Context: an optimization exercise on an open-source flow, tuned for small area, a short achievable clock period and few clock cycles per item. The choices shown serve that exercise and are no tape-out recipe.
Only simulation tests tie the RTL to the original design; equivalence was not proved.
No activity file was given, so power comes from the tool's default toggle rates. The clock port is modelled as an ideal driver; clocking choices that lean on that would not hold on a real chip.

**flow/run.sh**
```bash
#!/bin/bash
# Standard ORFS layout (the standard.sh, unchanged synthesis and steps).
# Differences: the resizer's repair_timing is asked for a setup margin, so it
# works on paths well below the 15 ns period; ABC maps for a shorter period;
# ports get buf_1 buffers (the resizer upsizes them where timing needs it);
# CTS inserts no dummy loads. The SDC (period, I/O delays, loads) is not changed.
set -euo pipefail
bash standard.sh SETUP_SLACK_MARGIN=10.8 ABC_CLOCK_PERIOD_IN_PS=3800 \
  "BUFFER_PORTS_ARGS=-buffer_cell sky130_fd_sc_hd__buf_1" \
  "CTS_ARGS=-sink_clustering_enable -repair_clock_nets -sink_clustering_size 30 -sink_clustering_max_diameter 100 -dont_use_dummy_load" \
  finish > standard_flow.log 2>&1
```
**config.mk**
```make
export PLATFORM = sky130hd
export DESIGN_NAME = fc_layer
export DESIGN_NICKNAME = fc_layer
export VERILOG_FILES = /design/flow/design.v
export SDC_FILE = /design/flow/constraint.sdc
export NUM_CORES = 4
export LEC_CHECK = 0
export CAP_MARGIN = 20
export CORE_MARGIN = 2
export CORE_UTILIZATION = 65
export CTS_CLUSTER_DIAMETER = 100
export CTS_CLUSTER_SIZE = 30
export PLACE_DENSITY = 0.75
export SLEW_MARGIN = 20
export SYNTH_MEMORY_MAX_BITS = 16384
```
**standard.sh**
```bash
#!/bin/bash
# synth_recipe.tcl (not shown) runs the flow's synth.tcl, then flattens the netlist and writes it again
# the make line also repeats each setting of config.mk as NAME=value (left out here)
make -C /OpenROAD-flow-scripts/flow DESIGN_CONFIG=/design/flow/config.mk WORK_HOME=/design/flow/orfs CLKGATE_MAP_FILE= SYNTH_SCRIPT=/design/flow/synth_recipe.tcl "${@:-finish}"
```
**constraint.sdc**
```tcl
create_clock -name core_clock -period 15.0 [get_ports {clk}]
set_input_delay 3.0000 -clock core_clock [delete_from_list [all_inputs] [get_ports {clk}]]
set_output_delay 3.0000 -clock core_clock [all_outputs]
set_load 0.01 [all_outputs]
```
**design.v**
```verilog
`timescale 1ns / 1ps
module fc_layer #(
    parameter IN_SIZE = 75,
    parameter OUT_SIZE = 10,
    parameter DATA_WIDTH = 16
)(
    input  wire clk,
    input  wire reset_n,
    input  wire start_fc,
    input  wire data_valid,
    input  wire signed [DATA_WIDTH-1:0] map_in_serial,
    input  wire signed [DATA_WIDTH-1:0] weight_serial,
    input  wire signed [DATA_WIDTH-1:0] bias_serial,
    output reg finish_fc,
    output reg signed [DATA_WIDTH-1:0] predict_out,
    output reg predict_out_valid
);
    localparam IDLE = 2'd0, LD_X = 2'd1, LD_W = 2'd2, LD_B = 2'd3;
    reg [1:0] phase;
    reg [6:0] cnt_i;      
    reg [3:0] cnt_o;      
    reg ring_en;          
    reg ring_ld;          
    reg en;               
    reg first;            
    reg lastp;            
    reg push;             
    reg push2;            
    reg bv;               
    reg b9;               
    reg [15:0] d;         
    reg [7:0] neg, one, two;
    always @(posedge clk or negedge reset_n) begin
        if (!reset_n) begin
            phase <= IDLE;
            cnt_i <= 7'd0;
            cnt_o <= 4'd0;
            ring_en <= 1'b0;
            ring_ld <= 1'b0;
            en <= 1'b0;
            first <= 1'b0;
            lastp <= 1'b0;
            push <= 1'b0;
            push2 <= 1'b0;
            bv <= 1'b0;
            b9 <= 1'b0;
            predict_out_valid <= 1'b0;
            finish_fc <= 1'b0;
        end else begin
            ring_en <= data_valid && (phase == LD_X || phase == LD_W);
            ring_ld <= (phase == LD_X);
            en <= data_valid && (phase == LD_W);
            first <= data_valid && (phase == LD_W) && (cnt_i == 7'd0);
            lastp <= data_valid && (phase == LD_W) && (cnt_i == IN_SIZE-1) && (cnt_o != OUT_SIZE-1);
            push <= lastp;
            push2 <= push;
            bv <= data_valid && (phase == LD_B);
            b9 <= (cnt_o == OUT_SIZE-1);
            predict_out_valid <= bv;
            finish_fc <= bv && b9;
            if (start_fc) begin
                phase <= LD_X;
                cnt_i <= 7'd0;
                cnt_o <= 4'd0;
            end else if (data_valid) begin
                case (phase)
                    LD_X: begin
                        if (cnt_i == IN_SIZE-1) begin
                            cnt_i <= 7'd0;
                            phase <= LD_W;
                        end else
                            cnt_i <= cnt_i + 7'd1;
                    end
                    LD_W: begin
                        if (cnt_i == IN_SIZE-1) begin
                            cnt_i <= 7'd0;
                            if (cnt_o == OUT_SIZE-1) begin
                                cnt_o <= 4'd0;
                                phase <= LD_B;
                            end else
                                cnt_o <= cnt_o + 4'd1;
                        end else
                            cnt_i <= cnt_i + 7'd1;
                    end
                    LD_B: begin
                        if (cnt_o == OUT_SIZE-1) begin
                            cnt_o <= 4'd0;
                            phase <= IDLE;
                        end else
                            cnt_o <= cnt_o + 4'd1;
                    end
                    default: ;
                endcase
            end
        end
    end
    always @(posedge clk) begin
        d <= (phase == LD_X) ? map_in_serial : bias_serial;
    end
    wire [15:0] wv = (data_valid && phase == LD_W) ? weight_serial : 16'd0;
    wire [16:0] wx = {wv, 1'b0};
    integer b;
    always @(posedge clk)
        for (b = 0; b < 8; b = b + 1) begin
            neg[b] <= wx[2*b+2];
            one[b] <= wx[2*b+1] ^ wx[2*b];
            two[b] <= (wx[2*b+2] & ~wx[2*b+1] & ~wx[2*b]) | (~wx[2*b+2] & wx[2*b+1] & wx[2*b]);
        end
    reg [16*IN_SIZE-1:0] ring;
    wire [15:0] x = ring[15:0];
    always @(posedge clk)
        if (ring_en)
            ring <= {ring_ld ? d : x, ring[16*IN_SIZE-1:16]};
    reg [28:0] acc_s, acc_c;
    wire [28:0] as_ = first ? 29'd1638400 : acc_s;
    wire [28:0] ac_ = first ? 29'd0 : acc_c;
    wire pp1;
    wire pp2;
    wire pp3;
    wire pp4;
    wire pp5;
    wire pp6;
    wire pp7;
    wire pp8;
    wire pp9;
    wire pp10;
    wire pp11;
    wire pp12;
    wire pp13;
    wire pp14;
    wire pp15;
    wire pp16;
    wire pp17;
    wire pp18;
    wire pp19;
    wire pp20;
    wire pp21;
    wire pp22;
    wire pp23;
    wire pp24;
    wire pp25;
    wire pp26;
    wire pp27;
    wire pp28;
    wire pp29;
    wire pp30;
    wire pp31;
    wire pp32;
    wire pp33;
    wire pp34;
    wire pp35;
    wire pp36;
    wire pp37;
    wire pp38;
    wire pp39;
    wire pp40;
    wire pp41;
    wire pp42;
    wire pp43;
    wire pp44;
    wire pp45;
    wire pp46;
    wire pp47;
    wire pp48;
    wire pp49;
    wire pp50;
    wire pp51;
    wire pp52;
    wire pp53;
    wire pp54;
    wire pp55;
    wire pp56;
    wire pp57;
    wire pp58;
    wire pp59;
    wire pp60;
    wire pp61;
    wire pp62;
    wire pp63;
    wire pp64;
    wire pp65;
    wire pp66;
    wire pp67;
    wire pp68;
    wire pp69;
    wire pp70;
    wire pp71;
    wire pp72;
    wire pp73;
    wire pp74;
    wire pp75;
    wire pp76;
    wire pp77;
    wire pp78;
    wire pp79;
    wire pp80;
    wire pp81;
    wire pp82;
    wire pp83;
    wire pp84;
    wire pp85;
    wire pp86;
    wire pp87;
    wire pp88;
    wire pp89;
    wire pp90;
    wire pp91;
    wire pp92;
    wire pp93;
    wire pp94;
    wire pp95;
    wire pp96;
    wire pp97;
    wire pp98;
    wire pp99;
    wire pp100;
    wire pp101;
    wire pp102;
    wire pp103;
    wire pp104;
    wire pp105;
    wire pp106;
    wire pp107;
    wire pp108;
    wire pp109;
    wire pp110;
    wire pp111;
    wire pp112;
    wire pp113;
    wire pp114;
    wire pp115;
    wire pp116;
    wire pp117;
    wire pp118;
    wire pp119;
    wire pp120;
    wire pp121;
    wire pp122;
    wire pp123;
    wire pp124;
    wire pp125;
    wire pp126;
    wire pp127;
    wire pp128;
    wire pp129;
    wire pp130;
    wire pp131;
    wire pp132;
    wire pp133;
    wire pp134;
    wire s135;
    wire c136;
    wire s137;
    wire c138;
    wire s139;
    wire c140;
    wire s141;
    wire c142;
    wire s143;
    wire c144;
    wire s145;
    wire c146;
    wire s147;
    wire c148;
    wire s149;
    wire c150;
    wire s151;
    wire c152;
    wire s153;
    wire c154;
    wire s155;
    wire c156;
    wire s157;
    wire c158;
    wire s159;
    wire c160;
    wire s161;
    wire c162;
    wire s163;
    wire c164;
    wire s165;
    wire c166;
    wire s167;
    wire c168;
    wire s169;
    wire c170;
    wire s171;
    wire c172;
    wire s173;
    wire c174;
    wire s175;
    wire c176;
    wire s177;
    wire c178;
    wire s179;
    wire c180;
    wire s181;
    wire c182;
    wire s183;
    wire c184;
    wire s185;
    wire c186;
    wire s187;
    wire c188;
    wire s189;
    wire c190;
    wire s191;
    wire c192;
    wire s193;
    wire c194;
    wire s195;
    wire c196;
    wire s197;
    wire c198;
    wire s199;
    wire c200;
    wire s201;
    wire c202;
    wire s203;
    wire c204;
    wire s205;
    wire c206;
    wire s207;
    wire c208;
    wire s209;
    wire c210;
    wire s211;
    wire c212;
    wire s213;
    wire c214;
    wire s215;
    wire c216;
    wire s217;
    wire c218;
    wire s219;
    wire c220;
    wire s221;
    wire c222;
    wire s223;
    wire c224;
    wire s225;
    wire c226;
    wire s227;
    wire c228;
    wire s229;
    wire c230;
    wire s231;
    wire c232;
    wire s233;
    wire c234;
    wire s235;
    wire c236;
    wire s237;
    wire c238;
    wire s239;
    wire c240;
    wire s241;
    wire c242;
    wire s243;
    wire c244;
    wire s245;
    wire c246;
    wire s247;
    wire c248;
    wire s249;
    wire c250;
    wire s251;
    wire c252;
    wire s253;
    wire c254;
    wire s255;
    wire c256;
    wire s257;
    wire c258;
    wire s259;
    wire c260;
    wire s261;
    wire c262;
    wire s263;
    wire c264;
    wire s265;
    wire c266;
    wire s267;
    wire c268;
    wire s269;
    wire c270;
    wire s271;
    wire c272;
    wire s273;
    wire c274;
    wire s275;
    wire c276;
    wire s277;
    wire c278;
    wire s279;
    wire c280;
    wire s281;
    wire c282;
    wire s283;
    wire c284;
    wire s285;
    wire c286;
    wire s287;
    wire c288;
    wire s289;
    wire c290;
    wire s291;
    wire c292;
    wire s293;
    wire c294;
    wire s295;
    wire c296;
    wire s297;
    wire c298;
    wire s299;
    wire c300;
    wire s301;
    wire c302;
    wire s303;
    wire c304;
    wire s305;
    wire c306;
    wire s307;
    wire c308;
    wire s309;
    wire c310;
    wire s311;
    wire c312;
    wire s313;
    wire c314;
    wire s315;
    wire c316;
    wire s317;
    wire c318;
    wire s319;
    wire c320;
    wire s321;
    wire c322;
    wire s323;
    wire c324;
    wire s325;
    wire c326;
    wire s327;
    wire c328;
    wire s329;
    wire c330;
    wire s331;
    wire c332;
    wire s333;
    wire c334;
    wire s335;
    wire c336;
    wire s337;
    wire c338;
    wire s339;
    wire c340;
    wire s341;
    wire c342;
    wire s343;
    wire c344;
    wire s345;
    wire c346;
    wire s347;
    wire c348;
    wire s349;
    wire c350;
    wire s351;
    wire c352;
    wire s353;
    wire c354;
    wire s355;
    wire c356;
    wire s357;
    wire c358;
    wire s359;
    wire c360;
    wire s361;
    wire c362;
    wire s363;
    wire c364;
    wire s365;
    wire c366;
    wire s367;
    wire c368;
    wire s369;
    wire c370;
    wire s371;
    wire c372;
    wire s373;
    wire c374;
    wire s375;
    wire c376;
    wire s377;
    wire c378;
    wire s379;
    wire c380;
    wire s381;
    wire c382;
    wire s383;
    wire c384;
    wire s385;
    wire c386;
    wire s387;
    wire c388;
    wire s389;
    wire c390;
    wire s391;
    wire c392;
    wire s393;
    wire c394;
    wire s395;
    wire c396;
    wire s397;
    wire c398;
    wire s399;
    wire c400;
    wire s401;
    wire c402;
    wire s403;
    wire c404;
    wire s405;
    wire c406;
    wire s407;
    wire c408;
    wire s409;
    wire c410;
    wire s411;
    wire c412;
    wire s413;
    wire c414;
    wire s415;
    wire c416;
    wire s417;
    wire c418;
    wire s419;
    wire c420;
    wire s421;
    wire c422;
    wire s423;
    wire c424;
    wire s425;
    wire c426;
    wire s427;
    wire c428;
    wire s429;
    wire c430;
    wire s431;
    wire c432;
    wire s433;
    wire c434;
    wire s435;
    wire c436;
    wire s437;
    wire c438;
    wire s439;
    wire c440;
    wire s441;
    wire c442;
    wire s443;
    wire c444;
    wire s445;
    wire c446;
    wire s447;
    wire c448;
    wire s449;
    wire c450;
    wire s451;
    wire c452;
    wire s453;
    wire c454;
    wire s455;
    wire c456;
    wire s457;
    wire c458;
    wire s459;
    wire c460;
    assign pp1 = ((one[0] & x[0])) ^ neg[0];
    assign pp2 = ((one[0] & x[1]) | (two[0] & x[0])) ^ neg[0];
    assign pp3 = ((one[0] & x[2]) | (two[0] & x[1])) ^ neg[0];
    assign pp4 = ((one[0] & x[3]) | (two[0] & x[2])) ^ neg[0];
    assign pp5 = ((one[0] & x[4]) | (two[0] & x[3])) ^ neg[0];
    assign pp6 = ((one[0] & x[5]) | (two[0] & x[4])) ^ neg[0];
    assign pp7 = ((one[0] & x[6]) | (two[0] & x[5])) ^ neg[0];
    assign pp8 = ((one[0] & x[7]) | (two[0] & x[6])) ^ neg[0];
    assign pp9 = ((one[0] & x[8]) | (two[0] & x[7])) ^ neg[0];
    assign pp10 = ((one[0] & x[9]) | (two[0] & x[8])) ^ neg[0];
    assign pp11 = ((one[0] & x[10]) | (two[0] & x[9])) ^ neg[0];
    assign pp12 = ((one[0] & x[11]) | (two[0] & x[10])) ^ neg[0];
    assign pp13 = ((one[0] & x[12]) | (two[0] & x[11])) ^ neg[0];
    assign pp14 = ((one[0] & x[13]) | (two[0] & x[12])) ^ neg[0];
    assign pp15 = ((one[0] & x[14]) | (two[0] & x[13])) ^ neg[0];
    assign pp16 = ((one[0] & x[15]) | (two[0] & x[14])) ^ neg[0];
    assign pp17 = en & ~(((one[0] & x[15]) | (two[0] & x[15])) ^ neg[0]);
    assign pp18 = ((one[1] & x[0])) ^ neg[1];
    assign pp19 = ((one[1] & x[1]) | (two[1] & x[0])) ^ neg[1];
    assign pp20 = ((one[1] & x[2]) | (two[1] & x[1])) ^ neg[1];
    assign pp21 = ((one[1] & x[3]) | (two[1] & x[2])) ^ neg[1];
    assign pp22 = ((one[1] & x[4]) | (two[1] & x[3])) ^ neg[1];
    assign pp23 = ((one[1] & x[5]) | (two[1] & x[4])) ^ neg[1];
    assign pp24 = ((one[1] & x[6]) | (two[1] & x[5])) ^ neg[1];
    assign pp25 = ((one[1] & x[7]) | (two[1] & x[6])) ^ neg[1];
    assign pp26 = ((one[1] & x[8]) | (two[1] & x[7])) ^ neg[1];
    assign pp27 = ((one[1] & x[9]) | (two[1] & x[8])) ^ neg[1];
    assign pp28 = ((one[1] & x[10]) | (two[1] & x[9])) ^ neg[1];
    assign pp29 = ((one[1] & x[11]) | (two[1] & x[10])) ^ neg[1];
    assign pp30 = ((one[1] & x[12]) | (two[1] & x[11])) ^ neg[1];
    assign pp31 = ((one[1] & x[13]) | (two[1] & x[12])) ^ neg[1];
    assign pp32 = ((one[1] & x[14]) | (two[1] & x[13])) ^ neg[1];
    assign pp33 = ((one[1] & x[15]) | (two[1] & x[14])) ^ neg[1];
    assign pp34 = en & ~(((one[1] & x[15]) | (two[1] & x[15])) ^ neg[1]);
    assign pp35 = ((one[2] & x[0])) ^ neg[2];
    assign pp36 = ((one[2] & x[1]) | (two[2] & x[0])) ^ neg[2];
    assign pp37 = ((one[2] & x[2]) | (two[2] & x[1])) ^ neg[2];
    assign pp38 = ((one[2] & x[3]) | (two[2] & x[2])) ^ neg[2];
    assign pp39 = ((one[2] & x[4]) | (two[2] & x[3])) ^ neg[2];
    assign pp40 = ((one[2] & x[5]) | (two[2] & x[4])) ^ neg[2];
    assign pp41 = ((one[2] & x[6]) | (two[2] & x[5])) ^ neg[2];
    assign pp42 = ((one[2] & x[7]) | (two[2] & x[6])) ^ neg[2];
    assign pp43 = ((one[2] & x[8]) | (two[2] & x[7])) ^ neg[2];
    assign pp44 = ((one[2] & x[9]) | (two[2] & x[8])) ^ neg[2];
    assign pp45 = ((one[2] & x[10]) | (two[2] & x[9])) ^ neg[2];
    assign pp46 = ((one[2] & x[11]) | (two[2] & x[10])) ^ neg[2];
    assign pp47 = ((one[2] & x[12]) | (two[2] & x[11])) ^ neg[2];
    assign pp48 = ((one[2] & x[13]) | (two[2] & x[12])) ^ neg[2];
    assign pp49 = ((one[2] & x[14]) | (two[2] & x[13])) ^ neg[2];
    assign pp50 = ((one[2] & x[15]) | (two[2] & x[14])) ^ neg[2];
    assign pp51 = en & ~(((one[2] & x[15]) | (two[2] & x[15])) ^ neg[2]);
    assign pp52 = ((one[3] & x[0])) ^ neg[3];
    assign pp53 = ((one[3] & x[1]) | (two[3] & x[0])) ^ neg[3];
    assign pp54 = ((one[3] & x[2]) | (two[3] & x[1])) ^ neg[3];
    assign pp55 = ((one[3] & x[3]) | (two[3] & x[2])) ^ neg[3];
    assign pp56 = ((one[3] & x[4]) | (two[3] & x[3])) ^ neg[3];
    assign pp57 = ((one[3] & x[5]) | (two[3] & x[4])) ^ neg[3];
    assign pp58 = ((one[3] & x[6]) | (two[3] & x[5])) ^ neg[3];
    assign pp59 = ((one[3] & x[7]) | (two[3] & x[6])) ^ neg[3];
    assign pp60 = ((one[3] & x[8]) | (two[3] & x[7])) ^ neg[3];
    assign pp61 = ((one[3] & x[9]) | (two[3] & x[8])) ^ neg[3];
    assign pp62 = ((one[3] & x[10]) | (two[3] & x[9])) ^ neg[3];
    assign pp63 = ((one[3] & x[11]) | (two[3] & x[10])) ^ neg[3];
    assign pp64 = ((one[3] & x[12]) | (two[3] & x[11])) ^ neg[3];
    assign pp65 = ((one[3] & x[13]) | (two[3] & x[12])) ^ neg[3];
    assign pp66 = ((one[3] & x[14]) | (two[3] & x[13])) ^ neg[3];
    assign pp67 = ((one[3] & x[15]) | (two[3] & x[14])) ^ neg[3];
    assign pp68 = en & ~(((one[3] & x[15]) | (two[3] & x[15])) ^ neg[3]);
    assign pp69 = ((one[4] & x[0])) ^ neg[4];
    assign pp70 = ((one[4] & x[1]) | (two[4] & x[0])) ^ neg[4];
    assign pp71 = ((one[4] & x[2]) | (two[4] & x[1])) ^ neg[4];
    assign pp72 = ((one[4] & x[3]) | (two[4] & x[2])) ^ neg[4];
    assign pp73 = ((one[4] & x[4]) | (two[4] & x[3])) ^ neg[4];
    assign pp74 = ((one[4] & x[5]) | (two[4] & x[4])) ^ neg[4];
    assign pp75 = ((one[4] & x[6]) | (two[4] & x[5])) ^ neg[4];
    assign pp76 = ((one[4] & x[7]) | (two[4] & x[6])) ^ neg[4];
    assign pp77 = ((one[4] & x[8]) | (two[4] & x[7])) ^ neg[4];
    assign pp78 = ((one[4] & x[9]) | (two[4] & x[8])) ^ neg[4];
    assign pp79 = ((one[4] & x[10]) | (two[4] & x[9])) ^ neg[4];
    assign pp80 = ((one[4] & x[11]) | (two[4] & x[10])) ^ neg[4];
    assign pp81 = ((one[4] & x[12]) | (two[4] & x[11])) ^ neg[4];
    assign pp82 = ((one[4] & x[13]) | (two[4] & x[12])) ^ neg[4];
    assign pp83 = ((one[4] & x[14]) | (two[4] & x[13])) ^ neg[4];
    assign pp84 = ((one[4] & x[15]) | (two[4] & x[14])) ^ neg[4];
    assign pp85 = en & ~(((one[4] & x[15]) | (two[4] & x[15])) ^ neg[4]);
    assign pp86 = ((one[5] & x[0])) ^ neg[5];
    assign pp87 = ((one[5] & x[1]) | (two[5] & x[0])) ^ neg[5];
    assign pp88 = ((one[5] & x[2]) | (two[5] & x[1])) ^ neg[5];
    assign pp89 = ((one[5] & x[3]) | (two[5] & x[2])) ^ neg[5];
    assign pp90 = ((one[5] & x[4]) | (two[5] & x[3])) ^ neg[5];
    assign pp91 = ((one[5] & x[5]) | (two[5] & x[4])) ^ neg[5];
    assign pp92 = ((one[5] & x[6]) | (two[5] & x[5])) ^ neg[5];
    assign pp93 = ((one[5] & x[7]) | (two[5] & x[6])) ^ neg[5];
    assign pp94 = ((one[5] & x[8]) | (two[5] & x[7])) ^ neg[5];
    assign pp95 = ((one[5] & x[9]) | (two[5] & x[8])) ^ neg[5];
    assign pp96 = ((one[5] & x[10]) | (two[5] & x[9])) ^ neg[5];
    assign pp97 = ((one[5] & x[11]) | (two[5] & x[10])) ^ neg[5];
    assign pp98 = ((one[5] & x[12]) | (two[5] & x[11])) ^ neg[5];
    assign pp99 = ((one[5] & x[13]) | (two[5] & x[12])) ^ neg[5];
    assign pp100 = ((one[5] & x[14]) | (two[5] & x[13])) ^ neg[5];
    assign pp101 = ((one[5] & x[15]) | (two[5] & x[14])) ^ neg[5];
    assign pp102 = en & ~(((one[5] & x[15]) | (two[5] & x[15])) ^ neg[5]);
    assign pp103 = ((one[6] & x[0])) ^ neg[6];
    assign pp104 = ((one[6] & x[1]) | (two[6] & x[0])) ^ neg[6];
    assign pp105 = ((one[6] & x[2]) | (two[6] & x[1])) ^ neg[6];
    assign pp106 = ((one[6] & x[3]) | (two[6] & x[2])) ^ neg[6];
    assign pp107 = ((one[6] & x[4]) | (two[6] & x[3])) ^ neg[6];
    assign pp108 = ((one[6] & x[5]) | (two[6] & x[4])) ^ neg[6];
    assign pp109 = ((one[6] & x[6]) | (two[6] & x[5])) ^ neg[6];
    assign pp110 = ((one[6] & x[7]) | (two[6] & x[6])) ^ neg[6];
    assign pp111 = ((one[6] & x[8]) | (two[6] & x[7])) ^ neg[6];
    assign pp112 = ((one[6] & x[9]) | (two[6] & x[8])) ^ neg[6];
    assign pp113 = ((one[6] & x[10]) | (two[6] & x[9])) ^ neg[6];
    assign pp114 = ((one[6] & x[11]) | (two[6] & x[10])) ^ neg[6];
    assign pp115 = ((one[6] & x[12]) | (two[6] & x[11])) ^ neg[6];
    assign pp116 = ((one[6] & x[13]) | (two[6] & x[12])) ^ neg[6];
    assign pp117 = ((one[6] & x[14]) | (two[6] & x[13])) ^ neg[6];
    assign pp118 = ((one[6] & x[15]) | (two[6] & x[14])) ^ neg[6];
    assign pp119 = en & ~(((one[6] & x[15]) | (two[6] & x[15])) ^ neg[6]);
    assign pp120 = ((one[7] & x[0])) ^ neg[7];
    assign pp121 = ((one[7] & x[1]) | (two[7] & x[0])) ^ neg[7];
    assign pp122 = ((one[7] & x[2]) | (two[7] & x[1])) ^ neg[7];
    assign pp123 = ((one[7] & x[3]) | (two[7] & x[2])) ^ neg[7];
    assign pp124 = ((one[7] & x[4]) | (two[7] & x[3])) ^ neg[7];
    assign pp125 = ((one[7] & x[5]) | (two[7] & x[4])) ^ neg[7];
    assign pp126 = ((one[7] & x[6]) | (two[7] & x[5])) ^ neg[7];
    assign pp127 = ((one[7] & x[7]) | (two[7] & x[6])) ^ neg[7];
    assign pp128 = ((one[7] & x[8]) | (two[7] & x[7])) ^ neg[7];
    assign pp129 = ((one[7] & x[9]) | (two[7] & x[8])) ^ neg[7];
    assign pp130 = ((one[7] & x[10]) | (two[7] & x[9])) ^ neg[7];
    assign pp131 = ((one[7] & x[11]) | (two[7] & x[10])) ^ neg[7];
    assign pp132 = ((one[7] & x[12]) | (two[7] & x[11])) ^ neg[7];
    assign pp133 = ((one[7] & x[13]) | (two[7] & x[12])) ^ neg[7];
    assign pp134 = ((one[7] & x[14]) | (two[7] & x[13])) ^ neg[7];
    assign s135 = pp13 ^ pp28;
    assign c136 = pp13 & pp28;
    assign s137 = pp14 ^ pp29;
    assign c138 = pp14 & pp29;
    assign s139 = pp15 ^ pp30 ^ pp45;
    assign c140 = (pp15 & pp30) | (pp15 & pp45) | (pp30 & pp45);
    assign s141 = pp60 ^ pp75;
    assign c142 = pp60 & pp75;
    assign s143 = pp16 ^ pp31 ^ pp46;
    assign c144 = (pp16 & pp31) | (pp16 & pp46) | (pp31 & pp46);
    assign s145 = pp61 ^ pp76;
    assign c146 = pp61 & pp76;
    assign s147 = pp17 ^ pp32 ^ pp47;
    assign c148 = (pp17 & pp32) | (pp17 & pp47) | (pp32 & pp47);
    assign s149 = pp62 ^ pp77;
    assign c150 = pp62 & pp77;
    assign s151 = pp33 ^ pp48 ^ pp63;
    assign c152 = (pp33 & pp48) | (pp33 & pp63) | (pp48 & pp63);
    assign s153 = pp34 ^ pp49;
    assign c154 = pp34 & pp49;
    assign s155 = pp7 ^ pp22;
    assign c156 = pp7 & pp22;
    assign s157 = pp8 ^ pp23;
    assign c158 = pp8 & pp23;
    assign s159 = pp9 ^ pp24 ^ pp39;
    assign c160 = (pp9 & pp24) | (pp9 & pp39) | (pp24 & pp39);
    assign s161 = pp54 ^ pp69;
    assign c162 = pp54 & pp69;
    assign s163 = pp10 ^ pp25 ^ pp40;
    assign c164 = (pp10 & pp25) | (pp10 & pp40) | (pp25 & pp40);
    assign s165 = pp55 ^ pp70;
    assign c166 = pp55 & pp70;
    assign s167 = pp11 ^ pp26 ^ pp41;
    assign c168 = (pp11 & pp26) | (pp11 & pp41) | (pp26 & pp41);
    assign s169 = pp56 ^ pp71 ^ pp86;
    assign c170 = (pp56 & pp71) | (pp56 & pp86) | (pp71 & pp86);
    assign s171 = neg[5] ^ as_[10];
    assign c172 = neg[5] & as_[10];
    assign s173 = pp12 ^ pp27 ^ pp42;
    assign c174 = (pp12 & pp27) | (pp12 & pp42) | (pp27 & pp42);
    assign s175 = pp57 ^ pp72 ^ pp87;
    assign c176 = (pp57 & pp72) | (pp57 & pp87) | (pp72 & pp87);
    assign s177 = as_[11] ^ ac_[11];
    assign c178 = as_[11] & ac_[11];
    assign s179 = s135 ^ pp43 ^ pp58;
    assign c180 = (s135 & pp43) | (s135 & pp58) | (pp43 & pp58);
    assign s181 = pp73 ^ pp88 ^ pp103;
    assign c182 = (pp73 & pp88) | (pp73 & pp103) | (pp88 & pp103);
    assign s183 = neg[6] ^ as_[12] ^ ac_[12];
    assign c184 = (neg[6] & as_[12]) | (neg[6] & ac_[12]) | (as_[12] & ac_[12]);
    assign s185 = c136 ^ s137 ^ pp44;
    assign c186 = (c136 & s137) | (c136 & pp44) | (s137 & pp44);
    assign s187 = pp59 ^ pp74 ^ pp89;
    assign c188 = (pp59 & pp74) | (pp59 & pp89) | (pp74 & pp89);
    assign s189 = pp104 ^ as_[13] ^ ac_[13];
    assign c190 = (pp104 & as_[13]) | (pp104 & ac_[13]) | (as_[13] & ac_[13]);
    assign s191 = c138 ^ s139 ^ s141;
    assign c192 = (c138 & s139) | (c138 & s141) | (s139 & s141);
    assign s193 = pp90 ^ pp105 ^ pp120;
    assign c194 = (pp90 & pp105) | (pp90 & pp120) | (pp105 & pp120);
    assign s195 = neg[7] ^ as_[14] ^ ac_[14];
    assign c196 = (neg[7] & as_[14]) | (neg[7] & ac_[14]) | (as_[14] & ac_[14]);
    assign s197 = c140 ^ c142 ^ s143;
    assign c198 = (c140 & c142) | (c140 & s143) | (c142 & s143);
    assign s199 = s145 ^ pp91 ^ pp106;
    assign c200 = (s145 & pp91) | (s145 & pp106) | (pp91 & pp106);
    assign s201 = pp121 ^ as_[15] ^ ac_[15];
    assign c202 = (pp121 & as_[15]) | (pp121 & ac_[15]) | (as_[15] & ac_[15]);
    assign s203 = c144 ^ c146 ^ s147;
    assign c204 = (c144 & c146) | (c144 & s147) | (c146 & s147);
    assign s205 = s149 ^ pp92 ^ pp107;
    assign c206 = (s149 & pp92) | (s149 & pp107) | (pp92 & pp107);
    assign s207 = pp122 ^ as_[16] ^ ac_[16];
    assign c208 = (pp122 & as_[16]) | (pp122 & ac_[16]) | (as_[16] & ac_[16]);
    assign s209 = c148 ^ c150 ^ s151;
    assign c210 = (c148 & c150) | (c148 & s151) | (c150 & s151);
    assign s211 = pp78 ^ pp93 ^ pp108;
    assign c212 = (pp78 & pp93) | (pp78 & pp108) | (pp93 & pp108);
    assign s213 = pp123 ^ as_[17] ^ ac_[17];
    assign c214 = (pp123 & as_[17]) | (pp123 & ac_[17]) | (as_[17] & ac_[17]);
    assign s215 = c152 ^ s153 ^ pp64;
    assign c216 = (c152 & s153) | (c152 & pp64) | (s153 & pp64);
    assign s217 = pp79 ^ pp94 ^ pp109;
    assign c218 = (pp79 & pp94) | (pp79 & pp109) | (pp94 & pp109);
    assign s219 = pp124 ^ as_[18] ^ ac_[18];
    assign c220 = (pp124 & as_[18]) | (pp124 & ac_[18]) | (as_[18] & ac_[18]);
    assign s221 = c154 ^ pp50 ^ pp65;
    assign c222 = (c154 & pp50) | (c154 & pp65) | (pp50 & pp65);
    assign s223 = pp80 ^ pp95 ^ pp110;
    assign c224 = (pp80 & pp95) | (pp80 & pp110) | (pp95 & pp110);
    assign s225 = pp125 ^ as_[19] ^ ac_[19];
    assign c226 = (pp125 & as_[19]) | (pp125 & ac_[19]) | (as_[19] & ac_[19]);
    assign s227 = pp51 ^ pp66 ^ pp81;
    assign c228 = (pp51 & pp66) | (pp51 & pp81) | (pp66 & pp81);
    assign s229 = pp96 ^ pp111 ^ pp126;
    assign c230 = (pp96 & pp111) | (pp96 & pp126) | (pp111 & pp126);
    assign s231 = as_[20] ^ ac_[20];
    assign c232 = as_[20] & ac_[20];
    assign s233 = pp67 ^ pp82 ^ pp97;
    assign c234 = (pp67 & pp82) | (pp67 & pp97) | (pp82 & pp97);
    assign s235 = pp112 ^ pp127 ^ as_[21];
    assign c236 = (pp112 & pp127) | (pp112 & as_[21]) | (pp127 & as_[21]);
    assign s237 = pp68 ^ pp83 ^ pp98;
    assign c238 = (pp68 & pp83) | (pp68 & pp98) | (pp83 & pp98);
    assign s239 = pp113 ^ pp128;
    assign c240 = pp113 & pp128;
    assign s241 = pp84 ^ pp99 ^ pp114;
    assign c242 = (pp84 & pp99) | (pp84 & pp114) | (pp99 & pp114);
    assign s243 = pp85 ^ pp100;
    assign c244 = pp85 & pp100;
    assign s245 = pp3 ^ pp18;
    assign c246 = pp3 & pp18;
    assign s247 = pp4 ^ pp19;
    assign c248 = pp4 & pp19;
    assign s249 = pp5 ^ pp20 ^ pp35;
    assign c250 = (pp5 & pp20) | (pp5 & pp35) | (pp20 & pp35);
    assign s251 = neg[2] ^ as_[4];
    assign c252 = neg[2] & as_[4];
    assign s253 = pp6 ^ pp21 ^ pp36;
    assign c254 = (pp6 & pp21) | (pp6 & pp36) | (pp21 & pp36);
    assign s255 = as_[5] ^ ac_[5];
    assign c256 = as_[5] & ac_[5];
    assign s257 = s155 ^ pp37 ^ pp52;
    assign c258 = (s155 & pp37) | (s155 & pp52) | (pp37 & pp52);
    assign s259 = neg[3] ^ as_[6] ^ ac_[6];
    assign c260 = (neg[3] & as_[6]) | (neg[3] & ac_[6]) | (as_[6] & ac_[6]);
    assign s261 = c156 ^ s157 ^ pp38;
    assign c262 = (c156 & s157) | (c156 & pp38) | (s157 & pp38);
    assign s263 = pp53 ^ as_[7] ^ ac_[7];
    assign c264 = (pp53 & as_[7]) | (pp53 & ac_[7]) | (as_[7] & ac_[7]);
    assign s265 = c158 ^ s159 ^ s161;
    assign c266 = (c158 & s159) | (c158 & s161) | (s159 & s161);
    assign s267 = neg[4] ^ as_[8] ^ ac_[8];
    assign c268 = (neg[4] & as_[8]) | (neg[4] & ac_[8]) | (as_[8] & ac_[8]);
    assign s269 = c160 ^ c162 ^ s163;
    assign c270 = (c160 & c162) | (c160 & s163) | (c162 & s163);
    assign s271 = s165 ^ as_[9] ^ ac_[9];
    assign c272 = (s165 & as_[9]) | (s165 & ac_[9]) | (as_[9] & ac_[9]);
    assign s273 = c164 ^ c166 ^ s167;
    assign c274 = (c164 & c166) | (c164 & s167) | (c166 & s167);
    assign s275 = s169 ^ s171 ^ ac_[10];
    assign c276 = (s169 & s171) | (s169 & ac_[10]) | (s171 & ac_[10]);
    assign s277 = c168 ^ c170 ^ c172;
    assign c278 = (c168 & c170) | (c168 & c172) | (c170 & c172);
    assign s279 = s173 ^ s175 ^ s177;
    assign c280 = (s173 & s175) | (s173 & s177) | (s175 & s177);
    assign s281 = c174 ^ c176 ^ c178;
    assign c282 = (c174 & c176) | (c174 & c178) | (c176 & c178);
    assign s283 = s179 ^ s181 ^ s183;
    assign c284 = (s179 & s181) | (s179 & s183) | (s181 & s183);
    assign s285 = c180 ^ c182 ^ c184;
    assign c286 = (c180 & c182) | (c180 & c184) | (c182 & c184);
    assign s287 = s185 ^ s187 ^ s189;
    assign c288 = (s185 & s187) | (s185 & s189) | (s187 & s189);
    assign s289 = c186 ^ c188 ^ c190;
    assign c290 = (c186 & c188) | (c186 & c190) | (c188 & c190);
    assign s291 = s191 ^ s193 ^ s195;
    assign c292 = (s191 & s193) | (s191 & s195) | (s193 & s195);
    assign s293 = c192 ^ c194 ^ c196;
    assign c294 = (c192 & c194) | (c192 & c196) | (c194 & c196);
    assign s295 = s197 ^ s199 ^ s201;
    assign c296 = (s197 & s199) | (s197 & s201) | (s199 & s201);
    assign s297 = c198 ^ c200 ^ c202;
    assign c298 = (c198 & c200) | (c198 & c202) | (c200 & c202);
    assign s299 = s203 ^ s205 ^ s207;
    assign c300 = (s203 & s205) | (s203 & s207) | (s205 & s207);
    assign s301 = c204 ^ c206 ^ c208;
    assign c302 = (c204 & c206) | (c204 & c208) | (c206 & c208);
    assign s303 = s209 ^ s211 ^ s213;
    assign c304 = (s209 & s211) | (s209 & s213) | (s211 & s213);
    assign s305 = c210 ^ c212 ^ c214;
    assign c306 = (c210 & c212) | (c210 & c214) | (c212 & c214);
    assign s307 = s215 ^ s217 ^ s219;
    assign c308 = (s215 & s217) | (s215 & s219) | (s217 & s219);
    assign s309 = c216 ^ c218 ^ c220;
    assign c310 = (c216 & c218) | (c216 & c220) | (c218 & c220);
    assign s311 = s221 ^ s223 ^ s225;
    assign c312 = (s221 & s223) | (s221 & s225) | (s223 & s225);
    assign s313 = c222 ^ c224 ^ c226;
    assign c314 = (c222 & c224) | (c222 & c226) | (c224 & c226);
    assign s315 = s227 ^ s229 ^ s231;
    assign c316 = (s227 & s229) | (s227 & s231) | (s229 & s231);
    assign s317 = c228 ^ c230 ^ c232;
    assign c318 = (c228 & c230) | (c228 & c232) | (c230 & c232);
    assign s319 = s233 ^ s235 ^ ac_[21];
    assign c320 = (s233 & s235) | (s233 & ac_[21]) | (s235 & ac_[21]);
    assign s321 = c234 ^ c236 ^ s237;
    assign c322 = (c234 & c236) | (c234 & s237) | (c236 & s237);
    assign s323 = s239 ^ as_[22] ^ ac_[22];
    assign c324 = (s239 & as_[22]) | (s239 & ac_[22]) | (as_[22] & ac_[22]);
    assign s325 = c238 ^ c240 ^ s241;
    assign c326 = (c238 & c240) | (c238 & s241) | (c240 & s241);
    assign s327 = pp129 ^ as_[23] ^ ac_[23];
    assign c328 = (pp129 & as_[23]) | (pp129 & ac_[23]) | (as_[23] & ac_[23]);
    assign s329 = c242 ^ s243 ^ pp115;
    assign c330 = (c242 & s243) | (c242 & pp115) | (s243 & pp115);
    assign s331 = pp130 ^ as_[24] ^ ac_[24];
    assign c332 = (pp130 & as_[24]) | (pp130 & ac_[24]) | (as_[24] & ac_[24]);
    assign s333 = c244 ^ pp101 ^ pp116;
    assign c334 = (c244 & pp101) | (c244 & pp116) | (pp101 & pp116);
    assign s335 = pp131 ^ as_[25] ^ ac_[25];
    assign c336 = (pp131 & as_[25]) | (pp131 & ac_[25]) | (as_[25] & ac_[25]);
    assign s337 = pp102 ^ pp117 ^ pp132;
    assign c338 = (pp102 & pp117) | (pp102 & pp132) | (pp117 & pp132);
    assign s339 = as_[26] ^ ac_[26];
    assign c340 = as_[26] & ac_[26];
    assign s341 = pp118 ^ pp133 ^ as_[27];
    assign c342 = (pp118 & pp133) | (pp118 & as_[27]) | (pp133 & as_[27]);
    assign s343 = pp119 ^ pp134;
    assign c344 = pp119 & pp134;
    assign s345 = pp1 ^ neg[0];
    assign c346 = pp1 & neg[0];
    assign s347 = pp2 ^ as_[1];
    assign c348 = pp2 & as_[1];
    assign s349 = s245 ^ neg[1] ^ as_[2];
    assign c350 = (s245 & neg[1]) | (s245 & as_[2]) | (neg[1] & as_[2]);
    assign s351 = c246 ^ s247 ^ as_[3];
    assign c352 = (c246 & s247) | (c246 & as_[3]) | (s247 & as_[3]);
    assign s353 = c248 ^ s249 ^ s251;
    assign c354 = (c248 & s249) | (c248 & s251) | (s249 & s251);
    assign s355 = c250 ^ c252 ^ s253;
    assign c356 = (c250 & c252) | (c250 & s253) | (c252 & s253);
    assign s357 = c254 ^ c256 ^ s257;
    assign c358 = (c254 & c256) | (c254 & s257) | (c256 & s257);
    assign s359 = c258 ^ c260 ^ s261;
    assign c360 = (c258 & c260) | (c258 & s261) | (c260 & s261);
    assign s361 = c262 ^ c264 ^ s265;
    assign c362 = (c262 & c264) | (c262 & s265) | (c264 & s265);
    assign s363 = c266 ^ c268 ^ s269;
    assign c364 = (c266 & c268) | (c266 & s269) | (c268 & s269);
    assign s365 = c270 ^ c272 ^ s273;
    assign c366 = (c270 & c272) | (c270 & s273) | (c272 & s273);
    assign s367 = c274 ^ c276 ^ s277;
    assign c368 = (c274 & c276) | (c274 & s277) | (c276 & s277);
    assign s369 = c278 ^ c280 ^ s281;
    assign c370 = (c278 & c280) | (c278 & s281) | (c280 & s281);
    assign s371 = c282 ^ c284 ^ s285;
    assign c372 = (c282 & c284) | (c282 & s285) | (c284 & s285);
    assign s373 = c286 ^ c288 ^ s289;
    assign c374 = (c286 & c288) | (c286 & s289) | (c288 & s289);
    assign s375 = c290 ^ c292 ^ s293;
    assign c376 = (c290 & c292) | (c290 & s293) | (c292 & s293);
    assign s377 = c294 ^ c296 ^ s297;
    assign c378 = (c294 & c296) | (c294 & s297) | (c296 & s297);
    assign s379 = c298 ^ c300 ^ s301;
    assign c380 = (c298 & c300) | (c298 & s301) | (c300 & s301);
    assign s381 = c302 ^ c304 ^ s305;
    assign c382 = (c302 & c304) | (c302 & s305) | (c304 & s305);
    assign s383 = c306 ^ c308 ^ s309;
    assign c384 = (c306 & c308) | (c306 & s309) | (c308 & s309);
    assign s385 = c310 ^ c312 ^ s313;
    assign c386 = (c310 & c312) | (c310 & s313) | (c312 & s313);
    assign s387 = c314 ^ c316 ^ s317;
    assign c388 = (c314 & c316) | (c314 & s317) | (c316 & s317);
    assign s389 = c318 ^ c320 ^ s321;
    assign c390 = (c318 & c320) | (c318 & s321) | (c320 & s321);
    assign s391 = c322 ^ c324 ^ s325;
    assign c392 = (c322 & c324) | (c322 & s325) | (c324 & s325);
    assign s393 = c326 ^ c328 ^ s329;
    assign c394 = (c326 & c328) | (c326 & s329) | (c328 & s329);
    assign s395 = c330 ^ c332 ^ s333;
    assign c396 = (c330 & c332) | (c330 & s333) | (c332 & s333);
    assign s397 = c334 ^ c336 ^ s337;
    assign c398 = (c334 & c336) | (c334 & s337) | (c336 & s337);
    assign s399 = c338 ^ c340 ^ s341;
    assign c400 = (c338 & c340) | (c338 & s341) | (c340 & s341);
    assign s401 = c342 ^ s343 ^ as_[28];
    assign c402 = (c342 & s343) | (c342 & as_[28]) | (s343 & as_[28]);
    assign s403 = s345 ^ as_[0];
    assign c404 = s345 & as_[0];
    assign s405 = c346 ^ s347 ^ ac_[1];
    assign c406 = (c346 & s347) | (c346 & ac_[1]) | (s347 & ac_[1]);
    assign s407 = c348 ^ s349 ^ ac_[2];
    assign c408 = (c348 & s349) | (c348 & ac_[2]) | (s349 & ac_[2]);
    assign s409 = c350 ^ s351 ^ ac_[3];
    assign c410 = (c350 & s351) | (c350 & ac_[3]) | (s351 & ac_[3]);
    assign s411 = c352 ^ s353 ^ ac_[4];
    assign c412 = (c352 & s353) | (c352 & ac_[4]) | (s353 & ac_[4]);
    assign s413 = c354 ^ s355 ^ s255;
    assign c414 = (c354 & s355) | (c354 & s255) | (s355 & s255);
    assign s415 = c356 ^ s357 ^ s259;
    assign c416 = (c356 & s357) | (c356 & s259) | (s357 & s259);
    assign s417 = c358 ^ s359 ^ s263;
    assign c418 = (c358 & s359) | (c358 & s263) | (s359 & s263);
    assign s419 = c360 ^ s361 ^ s267;
    assign c420 = (c360 & s361) | (c360 & s267) | (s361 & s267);
    assign s421 = c362 ^ s363 ^ s271;
    assign c422 = (c362 & s363) | (c362 & s271) | (s363 & s271);
    assign s423 = c364 ^ s365 ^ s275;
    assign c424 = (c364 & s365) | (c364 & s275) | (s365 & s275);
    assign s425 = c366 ^ s367 ^ s279;
    assign c426 = (c366 & s367) | (c366 & s279) | (s367 & s279);
    assign s427 = c368 ^ s369 ^ s283;
    assign c428 = (c368 & s369) | (c368 & s283) | (s369 & s283);
    assign s429 = c370 ^ s371 ^ s287;
    assign c430 = (c370 & s371) | (c370 & s287) | (s371 & s287);
    assign s431 = c372 ^ s373 ^ s291;
    assign c432 = (c372 & s373) | (c372 & s291) | (s373 & s291);
    assign s433 = c374 ^ s375 ^ s295;
    assign c434 = (c374 & s375) | (c374 & s295) | (s375 & s295);
    assign s435 = c376 ^ s377 ^ s299;
    assign c436 = (c376 & s377) | (c376 & s299) | (s377 & s299);
    assign s437 = c378 ^ s379 ^ s303;
    assign c438 = (c378 & s379) | (c378 & s303) | (s379 & s303);
    assign s439 = c380 ^ s381 ^ s307;
    assign c440 = (c380 & s381) | (c380 & s307) | (s381 & s307);
    assign s441 = c382 ^ s383 ^ s311;
    assign c442 = (c382 & s383) | (c382 & s311) | (s383 & s311);
    assign s443 = c384 ^ s385 ^ s315;
    assign c444 = (c384 & s385) | (c384 & s315) | (s385 & s315);
    assign s445 = c386 ^ s387 ^ s319;
    assign c446 = (c386 & s387) | (c386 & s319) | (s387 & s319);
    assign s447 = c388 ^ s389 ^ s323;
    assign c448 = (c388 & s389) | (c388 & s323) | (s389 & s323);
    assign s449 = c390 ^ s391 ^ s327;
    assign c450 = (c390 & s391) | (c390 & s327) | (s391 & s327);
    assign s451 = c392 ^ s393 ^ s331;
    assign c452 = (c392 & s393) | (c392 & s331) | (s393 & s331);
    assign s453 = c394 ^ s395 ^ s335;
    assign c454 = (c394 & s395) | (c394 & s335) | (s395 & s335);
    assign s455 = c396 ^ s397 ^ s339;
    assign c456 = (c396 & s397) | (c396 & s339) | (s397 & s339);
    assign s457 = c398 ^ s399 ^ ac_[27];
    assign c458 = (c398 & s399) | (c398 & ac_[27]) | (s399 & ac_[27]);
    assign s459 = c400 ^ s401 ^ ac_[28];
    assign c460 = (c400 & s401) | (c400 & ac_[28]) | (s401 & ac_[28]);
    always @(posedge clk) begin
        acc_s <= {c458, c456, c454, c452, c450, c448, c446, c444, c442, c440, c438, c436, c434, c432, c430, c428, c426, c424, c422, c420, c418, c416, c414, c412, c410, c408, c406, c404, s403};
        acc_c <= {s459, s457, s455, s453, s451, s449, s447, s445, s443, s441, s439, s437, s435, s433, s431, s429, s427, s425, s423, s421, s419, s417, s415, s413, s411, s409, s407, s405, ac_[0]};
    end
    wire [28:0] sum = acc_s + acc_c;
    reg [15:0] sum_r;     
    always @(posedge clk)
        sum_r <= sum[28:13];
    reg [16*(OUT_SIZE-1)-1:0] psum;
    always @(posedge clk)
        if (push2 || (bv && !b9))
            psum <= {sum_r, psum[16*(OUT_SIZE-1)-1:16]};
    always @(posedge clk)
        predict_out <= (b9 ? sum_r : psum[15:0]) + d;
endmodule
```
==> key figures, run 1 <==
Floorplanning
  • Initial Util: 65.8%
  • Die ar.: 83900 um^2
  • I/O pin cnt: 70
  • Chip Width: 290 um
  • Vert. Die Dim: 290 um
  • Row Count: 104
  • Core box area: 80700 um^2

GRT
  • First-pass GRT wire length: 122 mm
  • Initial antenna violation count: 5
  • GRT Residual Overflow: 0
  • Largest net degree at the start of global routing: 217
  • Vias in the first global route: 21300
  • Overall Global Routing Usage: 19.0%

Placement
  • Placer Congestion: 0.881
  • IO buf count: 69
  • Post-DP HPWL: 45.0 mm

Timing
  • Period utilization: 27.6%
  • Slew HR: 25.9%
  • Minimum clock period: 4140 ps
  • Setup-failing EPs final: 0
  • Final Hold Vio Count: 0
  • Unrepaired setup endpoints after global routing: false
  • Worst slew pin tran: 1110 ps
  • Sum Neg Setup Slack: 0 ps
  • Clock Skew: 75.9 ps
  • Max Fclk: 0.242 GHz
  • Max Transition Viols Final: 0

Layout
  • Fillers: 4951
  • Final #Nets: 2949
  • N_diodes: 0
  • Synth-to-layout area growth: 5.49%
  • Share of cells above drive strength 1: 5.51%

CTS
  • CTS tree: built
  • Reg clk slew, reported paths: 110 ps
  • Root Driver: clkbuf_16
  • CTS H-Tree Depth: 2
  • CTS sink cnt: 1497
  • CTS max path bufs: 3
  • Worst-skew pair later-pin latency: 670 ps
  • Inserted Clock Buffers: 56

Routing
  • Wire per inst: 20.9 um
  • DRT Pass-1 Iters: 5
  • DRT antenna net count: 0
  • Initial DRC Count: 2246
  • Routed vias: 21500
  • # DRC: 0
  • Routed WL: 78.4 mm
  • Vias/cell: 5.73

Critical path
  • CP startpoint kind: register
  • CP top delay family: flip-flops
  • Crit. End Element: output pin
  • WP data required: 12000 ps
  • WS Path Type: register to output pin
  • Worst reg-to-reg path cell count: 9
  • Worst Path Buf+Inv: 1
  • Number of stages on the worst setup path: 1
  • Worst path max stage delay: 390 ps
  • Critical path arrival: 1140 ps
  • CP max stage cell: dfrtp_1
  • Cell Chain, Critical Path: buf_1
  • Worst-path maximum fanout: 1

Synth
  • Netlist cell types: 60
  • Top FF cell, synth: edfxtp_1
  • Synth warnings: 1
  • Synthesized area: 53100 um^2
  • Asr flop ratio synth: 1.60%
  • #FFs+latches synth: 1497
  • Gate Count Post-Synth: 2634
  • Synth top area share: 76.1%
  • Synthesized net count: 2895
  • Most frequent cell after synthesis: edfxtp_1
  • Synth cell count leaders: edfxtp_1 (1344), inv_1 (157), fa_1 (138)
  • Seq/Total Area, Yosys: 82.1%
  • Number of flops mapped to enable cells by yosys: 1344
  • Area leader, netlist: edfxtp_1
  • Largest cells by area after synthesis: edfxtp_1 (76%), fa_1 (5.2%), dfxtp_1 (4.9%)
  • Syn Area/Cell: 20.1 um^2

Power
  • Final Power: 0.00670 W
  • PwrDens: 120 nW/um^2
  • Leak: 19.5 nW
  • VDD IR max: 0.112 mV

Run
  • Max-cap violations: 0

Worst hold path
  • Hold Path Depth: 0
  • Worst min-delay path class: register to register

Status
  • Status: complete, no violations
## timing repair
action | 4_1_cts | 5_1_grt
endpoints found under the setup margin | 1 | 234
hold buffers | 0 | 0
cloned | 0 | 0
gates resized for setup | 2 | 3
setup buffers | 0 | 0
## metal layers
layer / routed length, um / GRT usage [%]
met5: 13 / 0
met4: 1960 / 5.19
met3: 4450 / 2.86
met2: 35900 / 28.7
met1: 36000 / 29.7
## report_power, final
part           switching [W]  internal [W]
clock                0.00108      0.000671
combinational      0.0000848     0.0000255
sequential         0.0000831       0.00475
total                0.00124       0.00545
## area by class of cell
cell class	instances	area (um^2)	share of cell area [%]
well taps	1060	1330	2.37
repair buffers	86	505	0.903
inverters	157	589	1.05
multi-input cells	890	8590	15.4
flip-flops and latches	1497	43600	77.8
clock buffers	56	1400	2.50
## cell families after synthesis
| kind of cell | count (synthesis) | share of synthesized area (%) |
|---|---|---|
| AND/OR/NAND/NOR | 222 | 2.17 |
| flip-flops | 1497 | 82.1 |
| buffers and inverters | 247 | 1.75 |
| AO/OA/AOI/OAI | 234 | 3.17 |
| XOR/XNOR | 172 | 2.84 |
| multiplexers | 53 | 1.12 |
| adder cells (fa/ha/maj) | 209 | 6.88 |
## sequential cells by signal, summed over array words and instances (netlist names), 2 cells and up
| name | cells |
|---|---|
| predict_out | 16 |
| ring | 1200 |
| phase | 2 |
| cnt_i | 7 |
| cnt_o | 4 |
| acc_c | 28 |
| acc_s | 29 |
| one | 8 |
| neg | 8 |
| d | 16 |
| psum | 144 |
| two | 8 |
| sum_r | 16 |
## cells in the final DEF, fill, tap and decap left out, types with 53 or more instances in the layout
master / synthesis / routed
ha_1: 71 / 71
clkbuf_16: 0 / 56
buf_1: 6 / 68
a22oi_1: 120 / 120
xnor2_1: 113 / 113
inv_1: 157 / 157
nor2_1: 53 / 53
fa_1: 138 / 138
dfxtp_1: 129 / 125
xor2_1: 59 / 59
edfxtp_1: 1344 / 1344
## metrics by stage
step | utilization, % | hold slack, ps | setup slack (ps) | instances | area (um^2)
after floorplan | - | 331 | 6180 | 2634 | 53100
final | 69.4 | 376 | 10860 | 3746 | 56000
after CTS | 69.3 | 380 | 10820 | 3743 | 55900
after global placement | 67.5 | 340 | 10510 | 3687 | 54500
after detailed placement | 67.5 | 347 | 10380 | 3687 | 54500
after global routing | 69.4 | 378 | 10800 | 3746 | 56000
## final timing paths
kind	startpoint	endpoint	slack, ps
worst max-delay path	finish_fc	finish_fc	10860
worst min-delay path	ring[94]	ring[78]	380
worst max register to register	ring[11]	acc_c[15]	10980
worst min register to register	ring[94]	ring[78]	380
max in group asynchronous	reset_n	ring_en	12400
min in group asynchronous	reset_n	cnt_i[1]	2330
Testbench counts, summed over its fixed seeds: cycles 53,568, images 64.
==> run 2: changes to the inputs <==
--- a/config.mk
+++ b/config.mk
@@ -8,8 +8,8 @@
 export CAP_MARGIN = 20
 export CORE_MARGIN = 2
-export CORE_UTILIZATION = 65
+export CORE_UTILIZATION = 50
 export CTS_CLUSTER_DIAMETER = 100
 export CTS_CLUSTER_SIZE = 30
-export PLACE_DENSITY = 0.75
+export PLACE_DENSITY = 0.6
 export SLEW_MARGIN = 20
 export SYNTH_MEMORY_MAX_BITS = 16384
==> key figures, run 2 <==
Timing
  • Unrepaired setup endpoints after global routing: true
  • Final Hold Vio Count: 0
  • Max Fclk: 0.239 GHz
  • Worst slew pin tran: 1100 ps
  • Minimum clock period: 4180 ps
  • Worst hold margin: 380 ps
  • Clock Skew: 49.9 ps
  • Slew HR: 26.3%
  • Max Transition Viols Final: 0
  • Period utilization: 27.8%
  • Setup-failing EPs final: 0
  • Sum Neg Setup Slack: 0 ps

CTS
  • Worst-skew pair later-pin latency: 680 ps
  • CTS H-Tree Depth: 2
  • Inserted Clock Buffers: 57
  • CTS max path bufs: 3
  • Root Driver: clkbuf_16
  • Hold Buf Count CTS: 0
  • CTS tree: built
  • Reg clk slew, reported paths: 120 ps
  • CTS sink cnt: 1497

Status
  • Status: complete, no violations

Layout
  • Final #Nets: 2959
  • Synth-to-layout area growth: 6.44%
  • Non-Filler Instances: 4088
  • Largest Register: ring
  • Top flop regs: ring x1200, psum x144, acc_s x29
  • Final design utilization: 53.6%
  • Sequential cell area: 43600 um^2
  • Fillers: 7992
  • Share of cells above drive strength 1: 6.45%
  • Most frequent cells in the layout: edfxtp_1 (1344), inv_1 (157), fa_1 (138), dfxtp_1 (123), a22oi_1 (120)
  • Footprint of the multi-input gates: 8590 um^2
  • Most common cell after layout, fill and taps aside: edfxtp_1
  • Largest register FFs: 1200

Critical path
  • Cell Chain, Critical Path: clkbuf_2
  • RR Endpoint: acc_c[18]
  • Crit. End Element: output pin
  • Worst path max stage delay: 380 ps
  • WS Path Type: register to output pin
  • Worst Path Buf+Inv: 1
  • Flop-to-flop setup slack: 11010 ps
  • CP max stage cell: dfrtp_1
  • Number of stages on the worst setup path: 1
  • WP data required: 12000 ps
  • Worst-path maximum fanout: 1
  • Worst reg-to-reg path cell count: 8
  • FF-to-FF Start: neg[2]
  • CP startpoint kind: register
  • CP top delay family: flip-flops
  • Critical path arrival: 1180 ps

Power
  • Final Power: 0.00673 W
  • VDD IR max: 0.105 mV
  • PwrDens: 119 nW/um^2
  • Leak: 19.5 nW

Floorplanning
  • Initial Util: 50.4%
  • Core box area: 105000 um^2
  • Die ar.: 109000 um^2
  • Row Count: 119
  • I/O pin cnt: 70
  • Chip Width: 330 um
  • Vert. Die Dim: 330 um

Synth
  • Number of flops mapped to enable cells by yosys: 1344
  • Syn Area/Cell: 20.1 um^2
  • Netlist cell types: 60
  • Area leader, netlist: edfxtp_1
  • Seq/Total Area, Yosys: 82.1%
  • Top FF cell, synth: edfxtp_1
  • Synthesized area: 53100 um^2
  • Largest cells by area after synthesis: edfxtp_1 (76%), fa_1 (5.2%), dfxtp_1 (4.9%)
  • Asr flop ratio synth: 1.60%
  • #FFs+latches synth: 1497
  • Synth top area share: 76.1%
  • Most frequent cell after synthesis: edfxtp_1
  • Synth cell count leaders: edfxtp_1 (1344), inv_1 (157), fa_1 (138)
  • Synth warnings: 1
  • Gate Count Post-Synth: 2634
  • Synthesized net count: 2895

Routing
  • DRT Pass-1 Iters: 6
  • Routed vias: 21500
  • Vias/cell: 5.25
  • DRT antenna net count: 0
  • Wire per inst: 19.5 um
  • # DRC: 0
  • Routed WL: 79.5 mm
  • Initial DRC Count: 1935

GRT
  • Initial antenna violation count: 3
  • First-pass GRT wire length: 124 mm
  • Largest net degree at the start of global routing: 199
  • GRT Residual Overflow: 0
  • Overall Global Routing Usage: 14.7%
  • Vias in the first global route: 21700

Worst hold path
  • Worst min-delay path class: register to register
  • HP Start: push
  • Hold Path Depth: 0
  • Hold path endpoint: push2

Placement
  • Placed insts: 4019
  • Post-DP HPWL: 45.8 mm
  • IO buf count: 69
  • Placer Congestion: 0.818

Run
  • Max-cap violations: 0
## run 2: cell counts after synthesis
No cell type changed its count.
## run 2: logic make-up (layout without fill, tap and decap cells)
kind of cell / Yosys count / count (layout) / synth area share [%]
buffers and inverters: 247 / 309 / 1.75
AO/OA/AOI/OAI: 234 / 234 / 3.17
multiplexers: 53 / 53 / 1.12
flip-flops: 1497 / 1497 / 82.1
AND/OR/NAND/NOR: 222 / 222 / 2.17
adder cells (fa/ha/maj): 209 / 209 / 6.88
other: 0 / 1 / 0
XOR/XNOR: 172 / 172 / 2.84
## run 2: stage by stage
step	setup slack (ps)	instance area, um^2
after detailed placement	10290	54900
after global placement	10380	54900
after global routing	10770	56500
after CTS	10760	56400
final	10820	56500
after floorplan	6180	53100
## run 2: worst max path at each step
stage,start,end,slack (ps)
final,predict_out_valid,predict_out_valid,10820
after CTS,predict_out_valid,predict_out_valid,10760
after floorplan,ring_en,ring[0],6180
after detailed placement,data_valid,cnt_i[2],10290
after global placement,data_valid,first,10380
after global routing,predict_out_valid,predict_out_valid,10770
## run 2: area by class of cell
class | count | area share [%]
sequential | 1497 | 77.1
multi-input combinational | 890 | 15.2
tap | 1391 | 3.08
clock buffer | 57 | 2.53
inverter | 157 | 1.04
timing repair buffer | 95 | 1.01
antenna | 1 | 0.00443
## run 2: repair_timing
item	CTS	global route
setup endpoints to repair	13	443
resized for setup	18	10
buffers inserted	0	11
## run 2: report_power, final
| group | switching, W | internal, W |
|---|---|---|
| Sequential | 0.0000774 | 0.00475 |
| Clock | 0.00110 | 0.000683 |
| Combinational | 0.0000865 | 0.0000277 |
| Total | 0.00127 | 0.00546 |
## run 2: per-layer routing
metal | routed length (um) | vias up | GRT usage, %
li1 | - | 9772 | -
met1 | 39000 | 11200 | 22.9
met2 | 35300 | 387 | 21.7
met3 | 3610 | 94 | 2.25
met4 | 1640 | 2 | 4.04
met5 | 14 | - | 0

-- static timing again, ports no longer ideal --
Ports are ideal in the flow. The routed layouts listed here were re-timed in OpenROAD.
Step 1: set_driving_cell puts a clkbuf_16 on clk and a buf_2 on each other input, an assumption about the parent block.
Step 2 adds t to the input delays and takes it off the output delays; t is the mean of the earliest and latest rising clock arrival at the registers after step 1. Input paths then give back, and output paths get back, about the clock's delay inside the block.
Three values: ideal, step 1, step 2; two values: the first two.
run | shift t [ns] | slack for setup (ns) | hold slack, ns | worst setup path at the end | worst slew at a driven data input, ns
run 1 | 0.695 | 10.861 / 10.797 / 10.306 | 0.376 / 0.376 / 0.376 | input to register | 0.15
run 2 | 0.726 | 10.823 / 10.756 / 10.254 | 0.380 / 0.380 / 0.380 | input to register | 0.16
After both steps setup and hold are still met in every run listed. The setup slack of run 2, which loses most, moves by -0.067 ns with the drivers and by -0.569 ns with both steps.
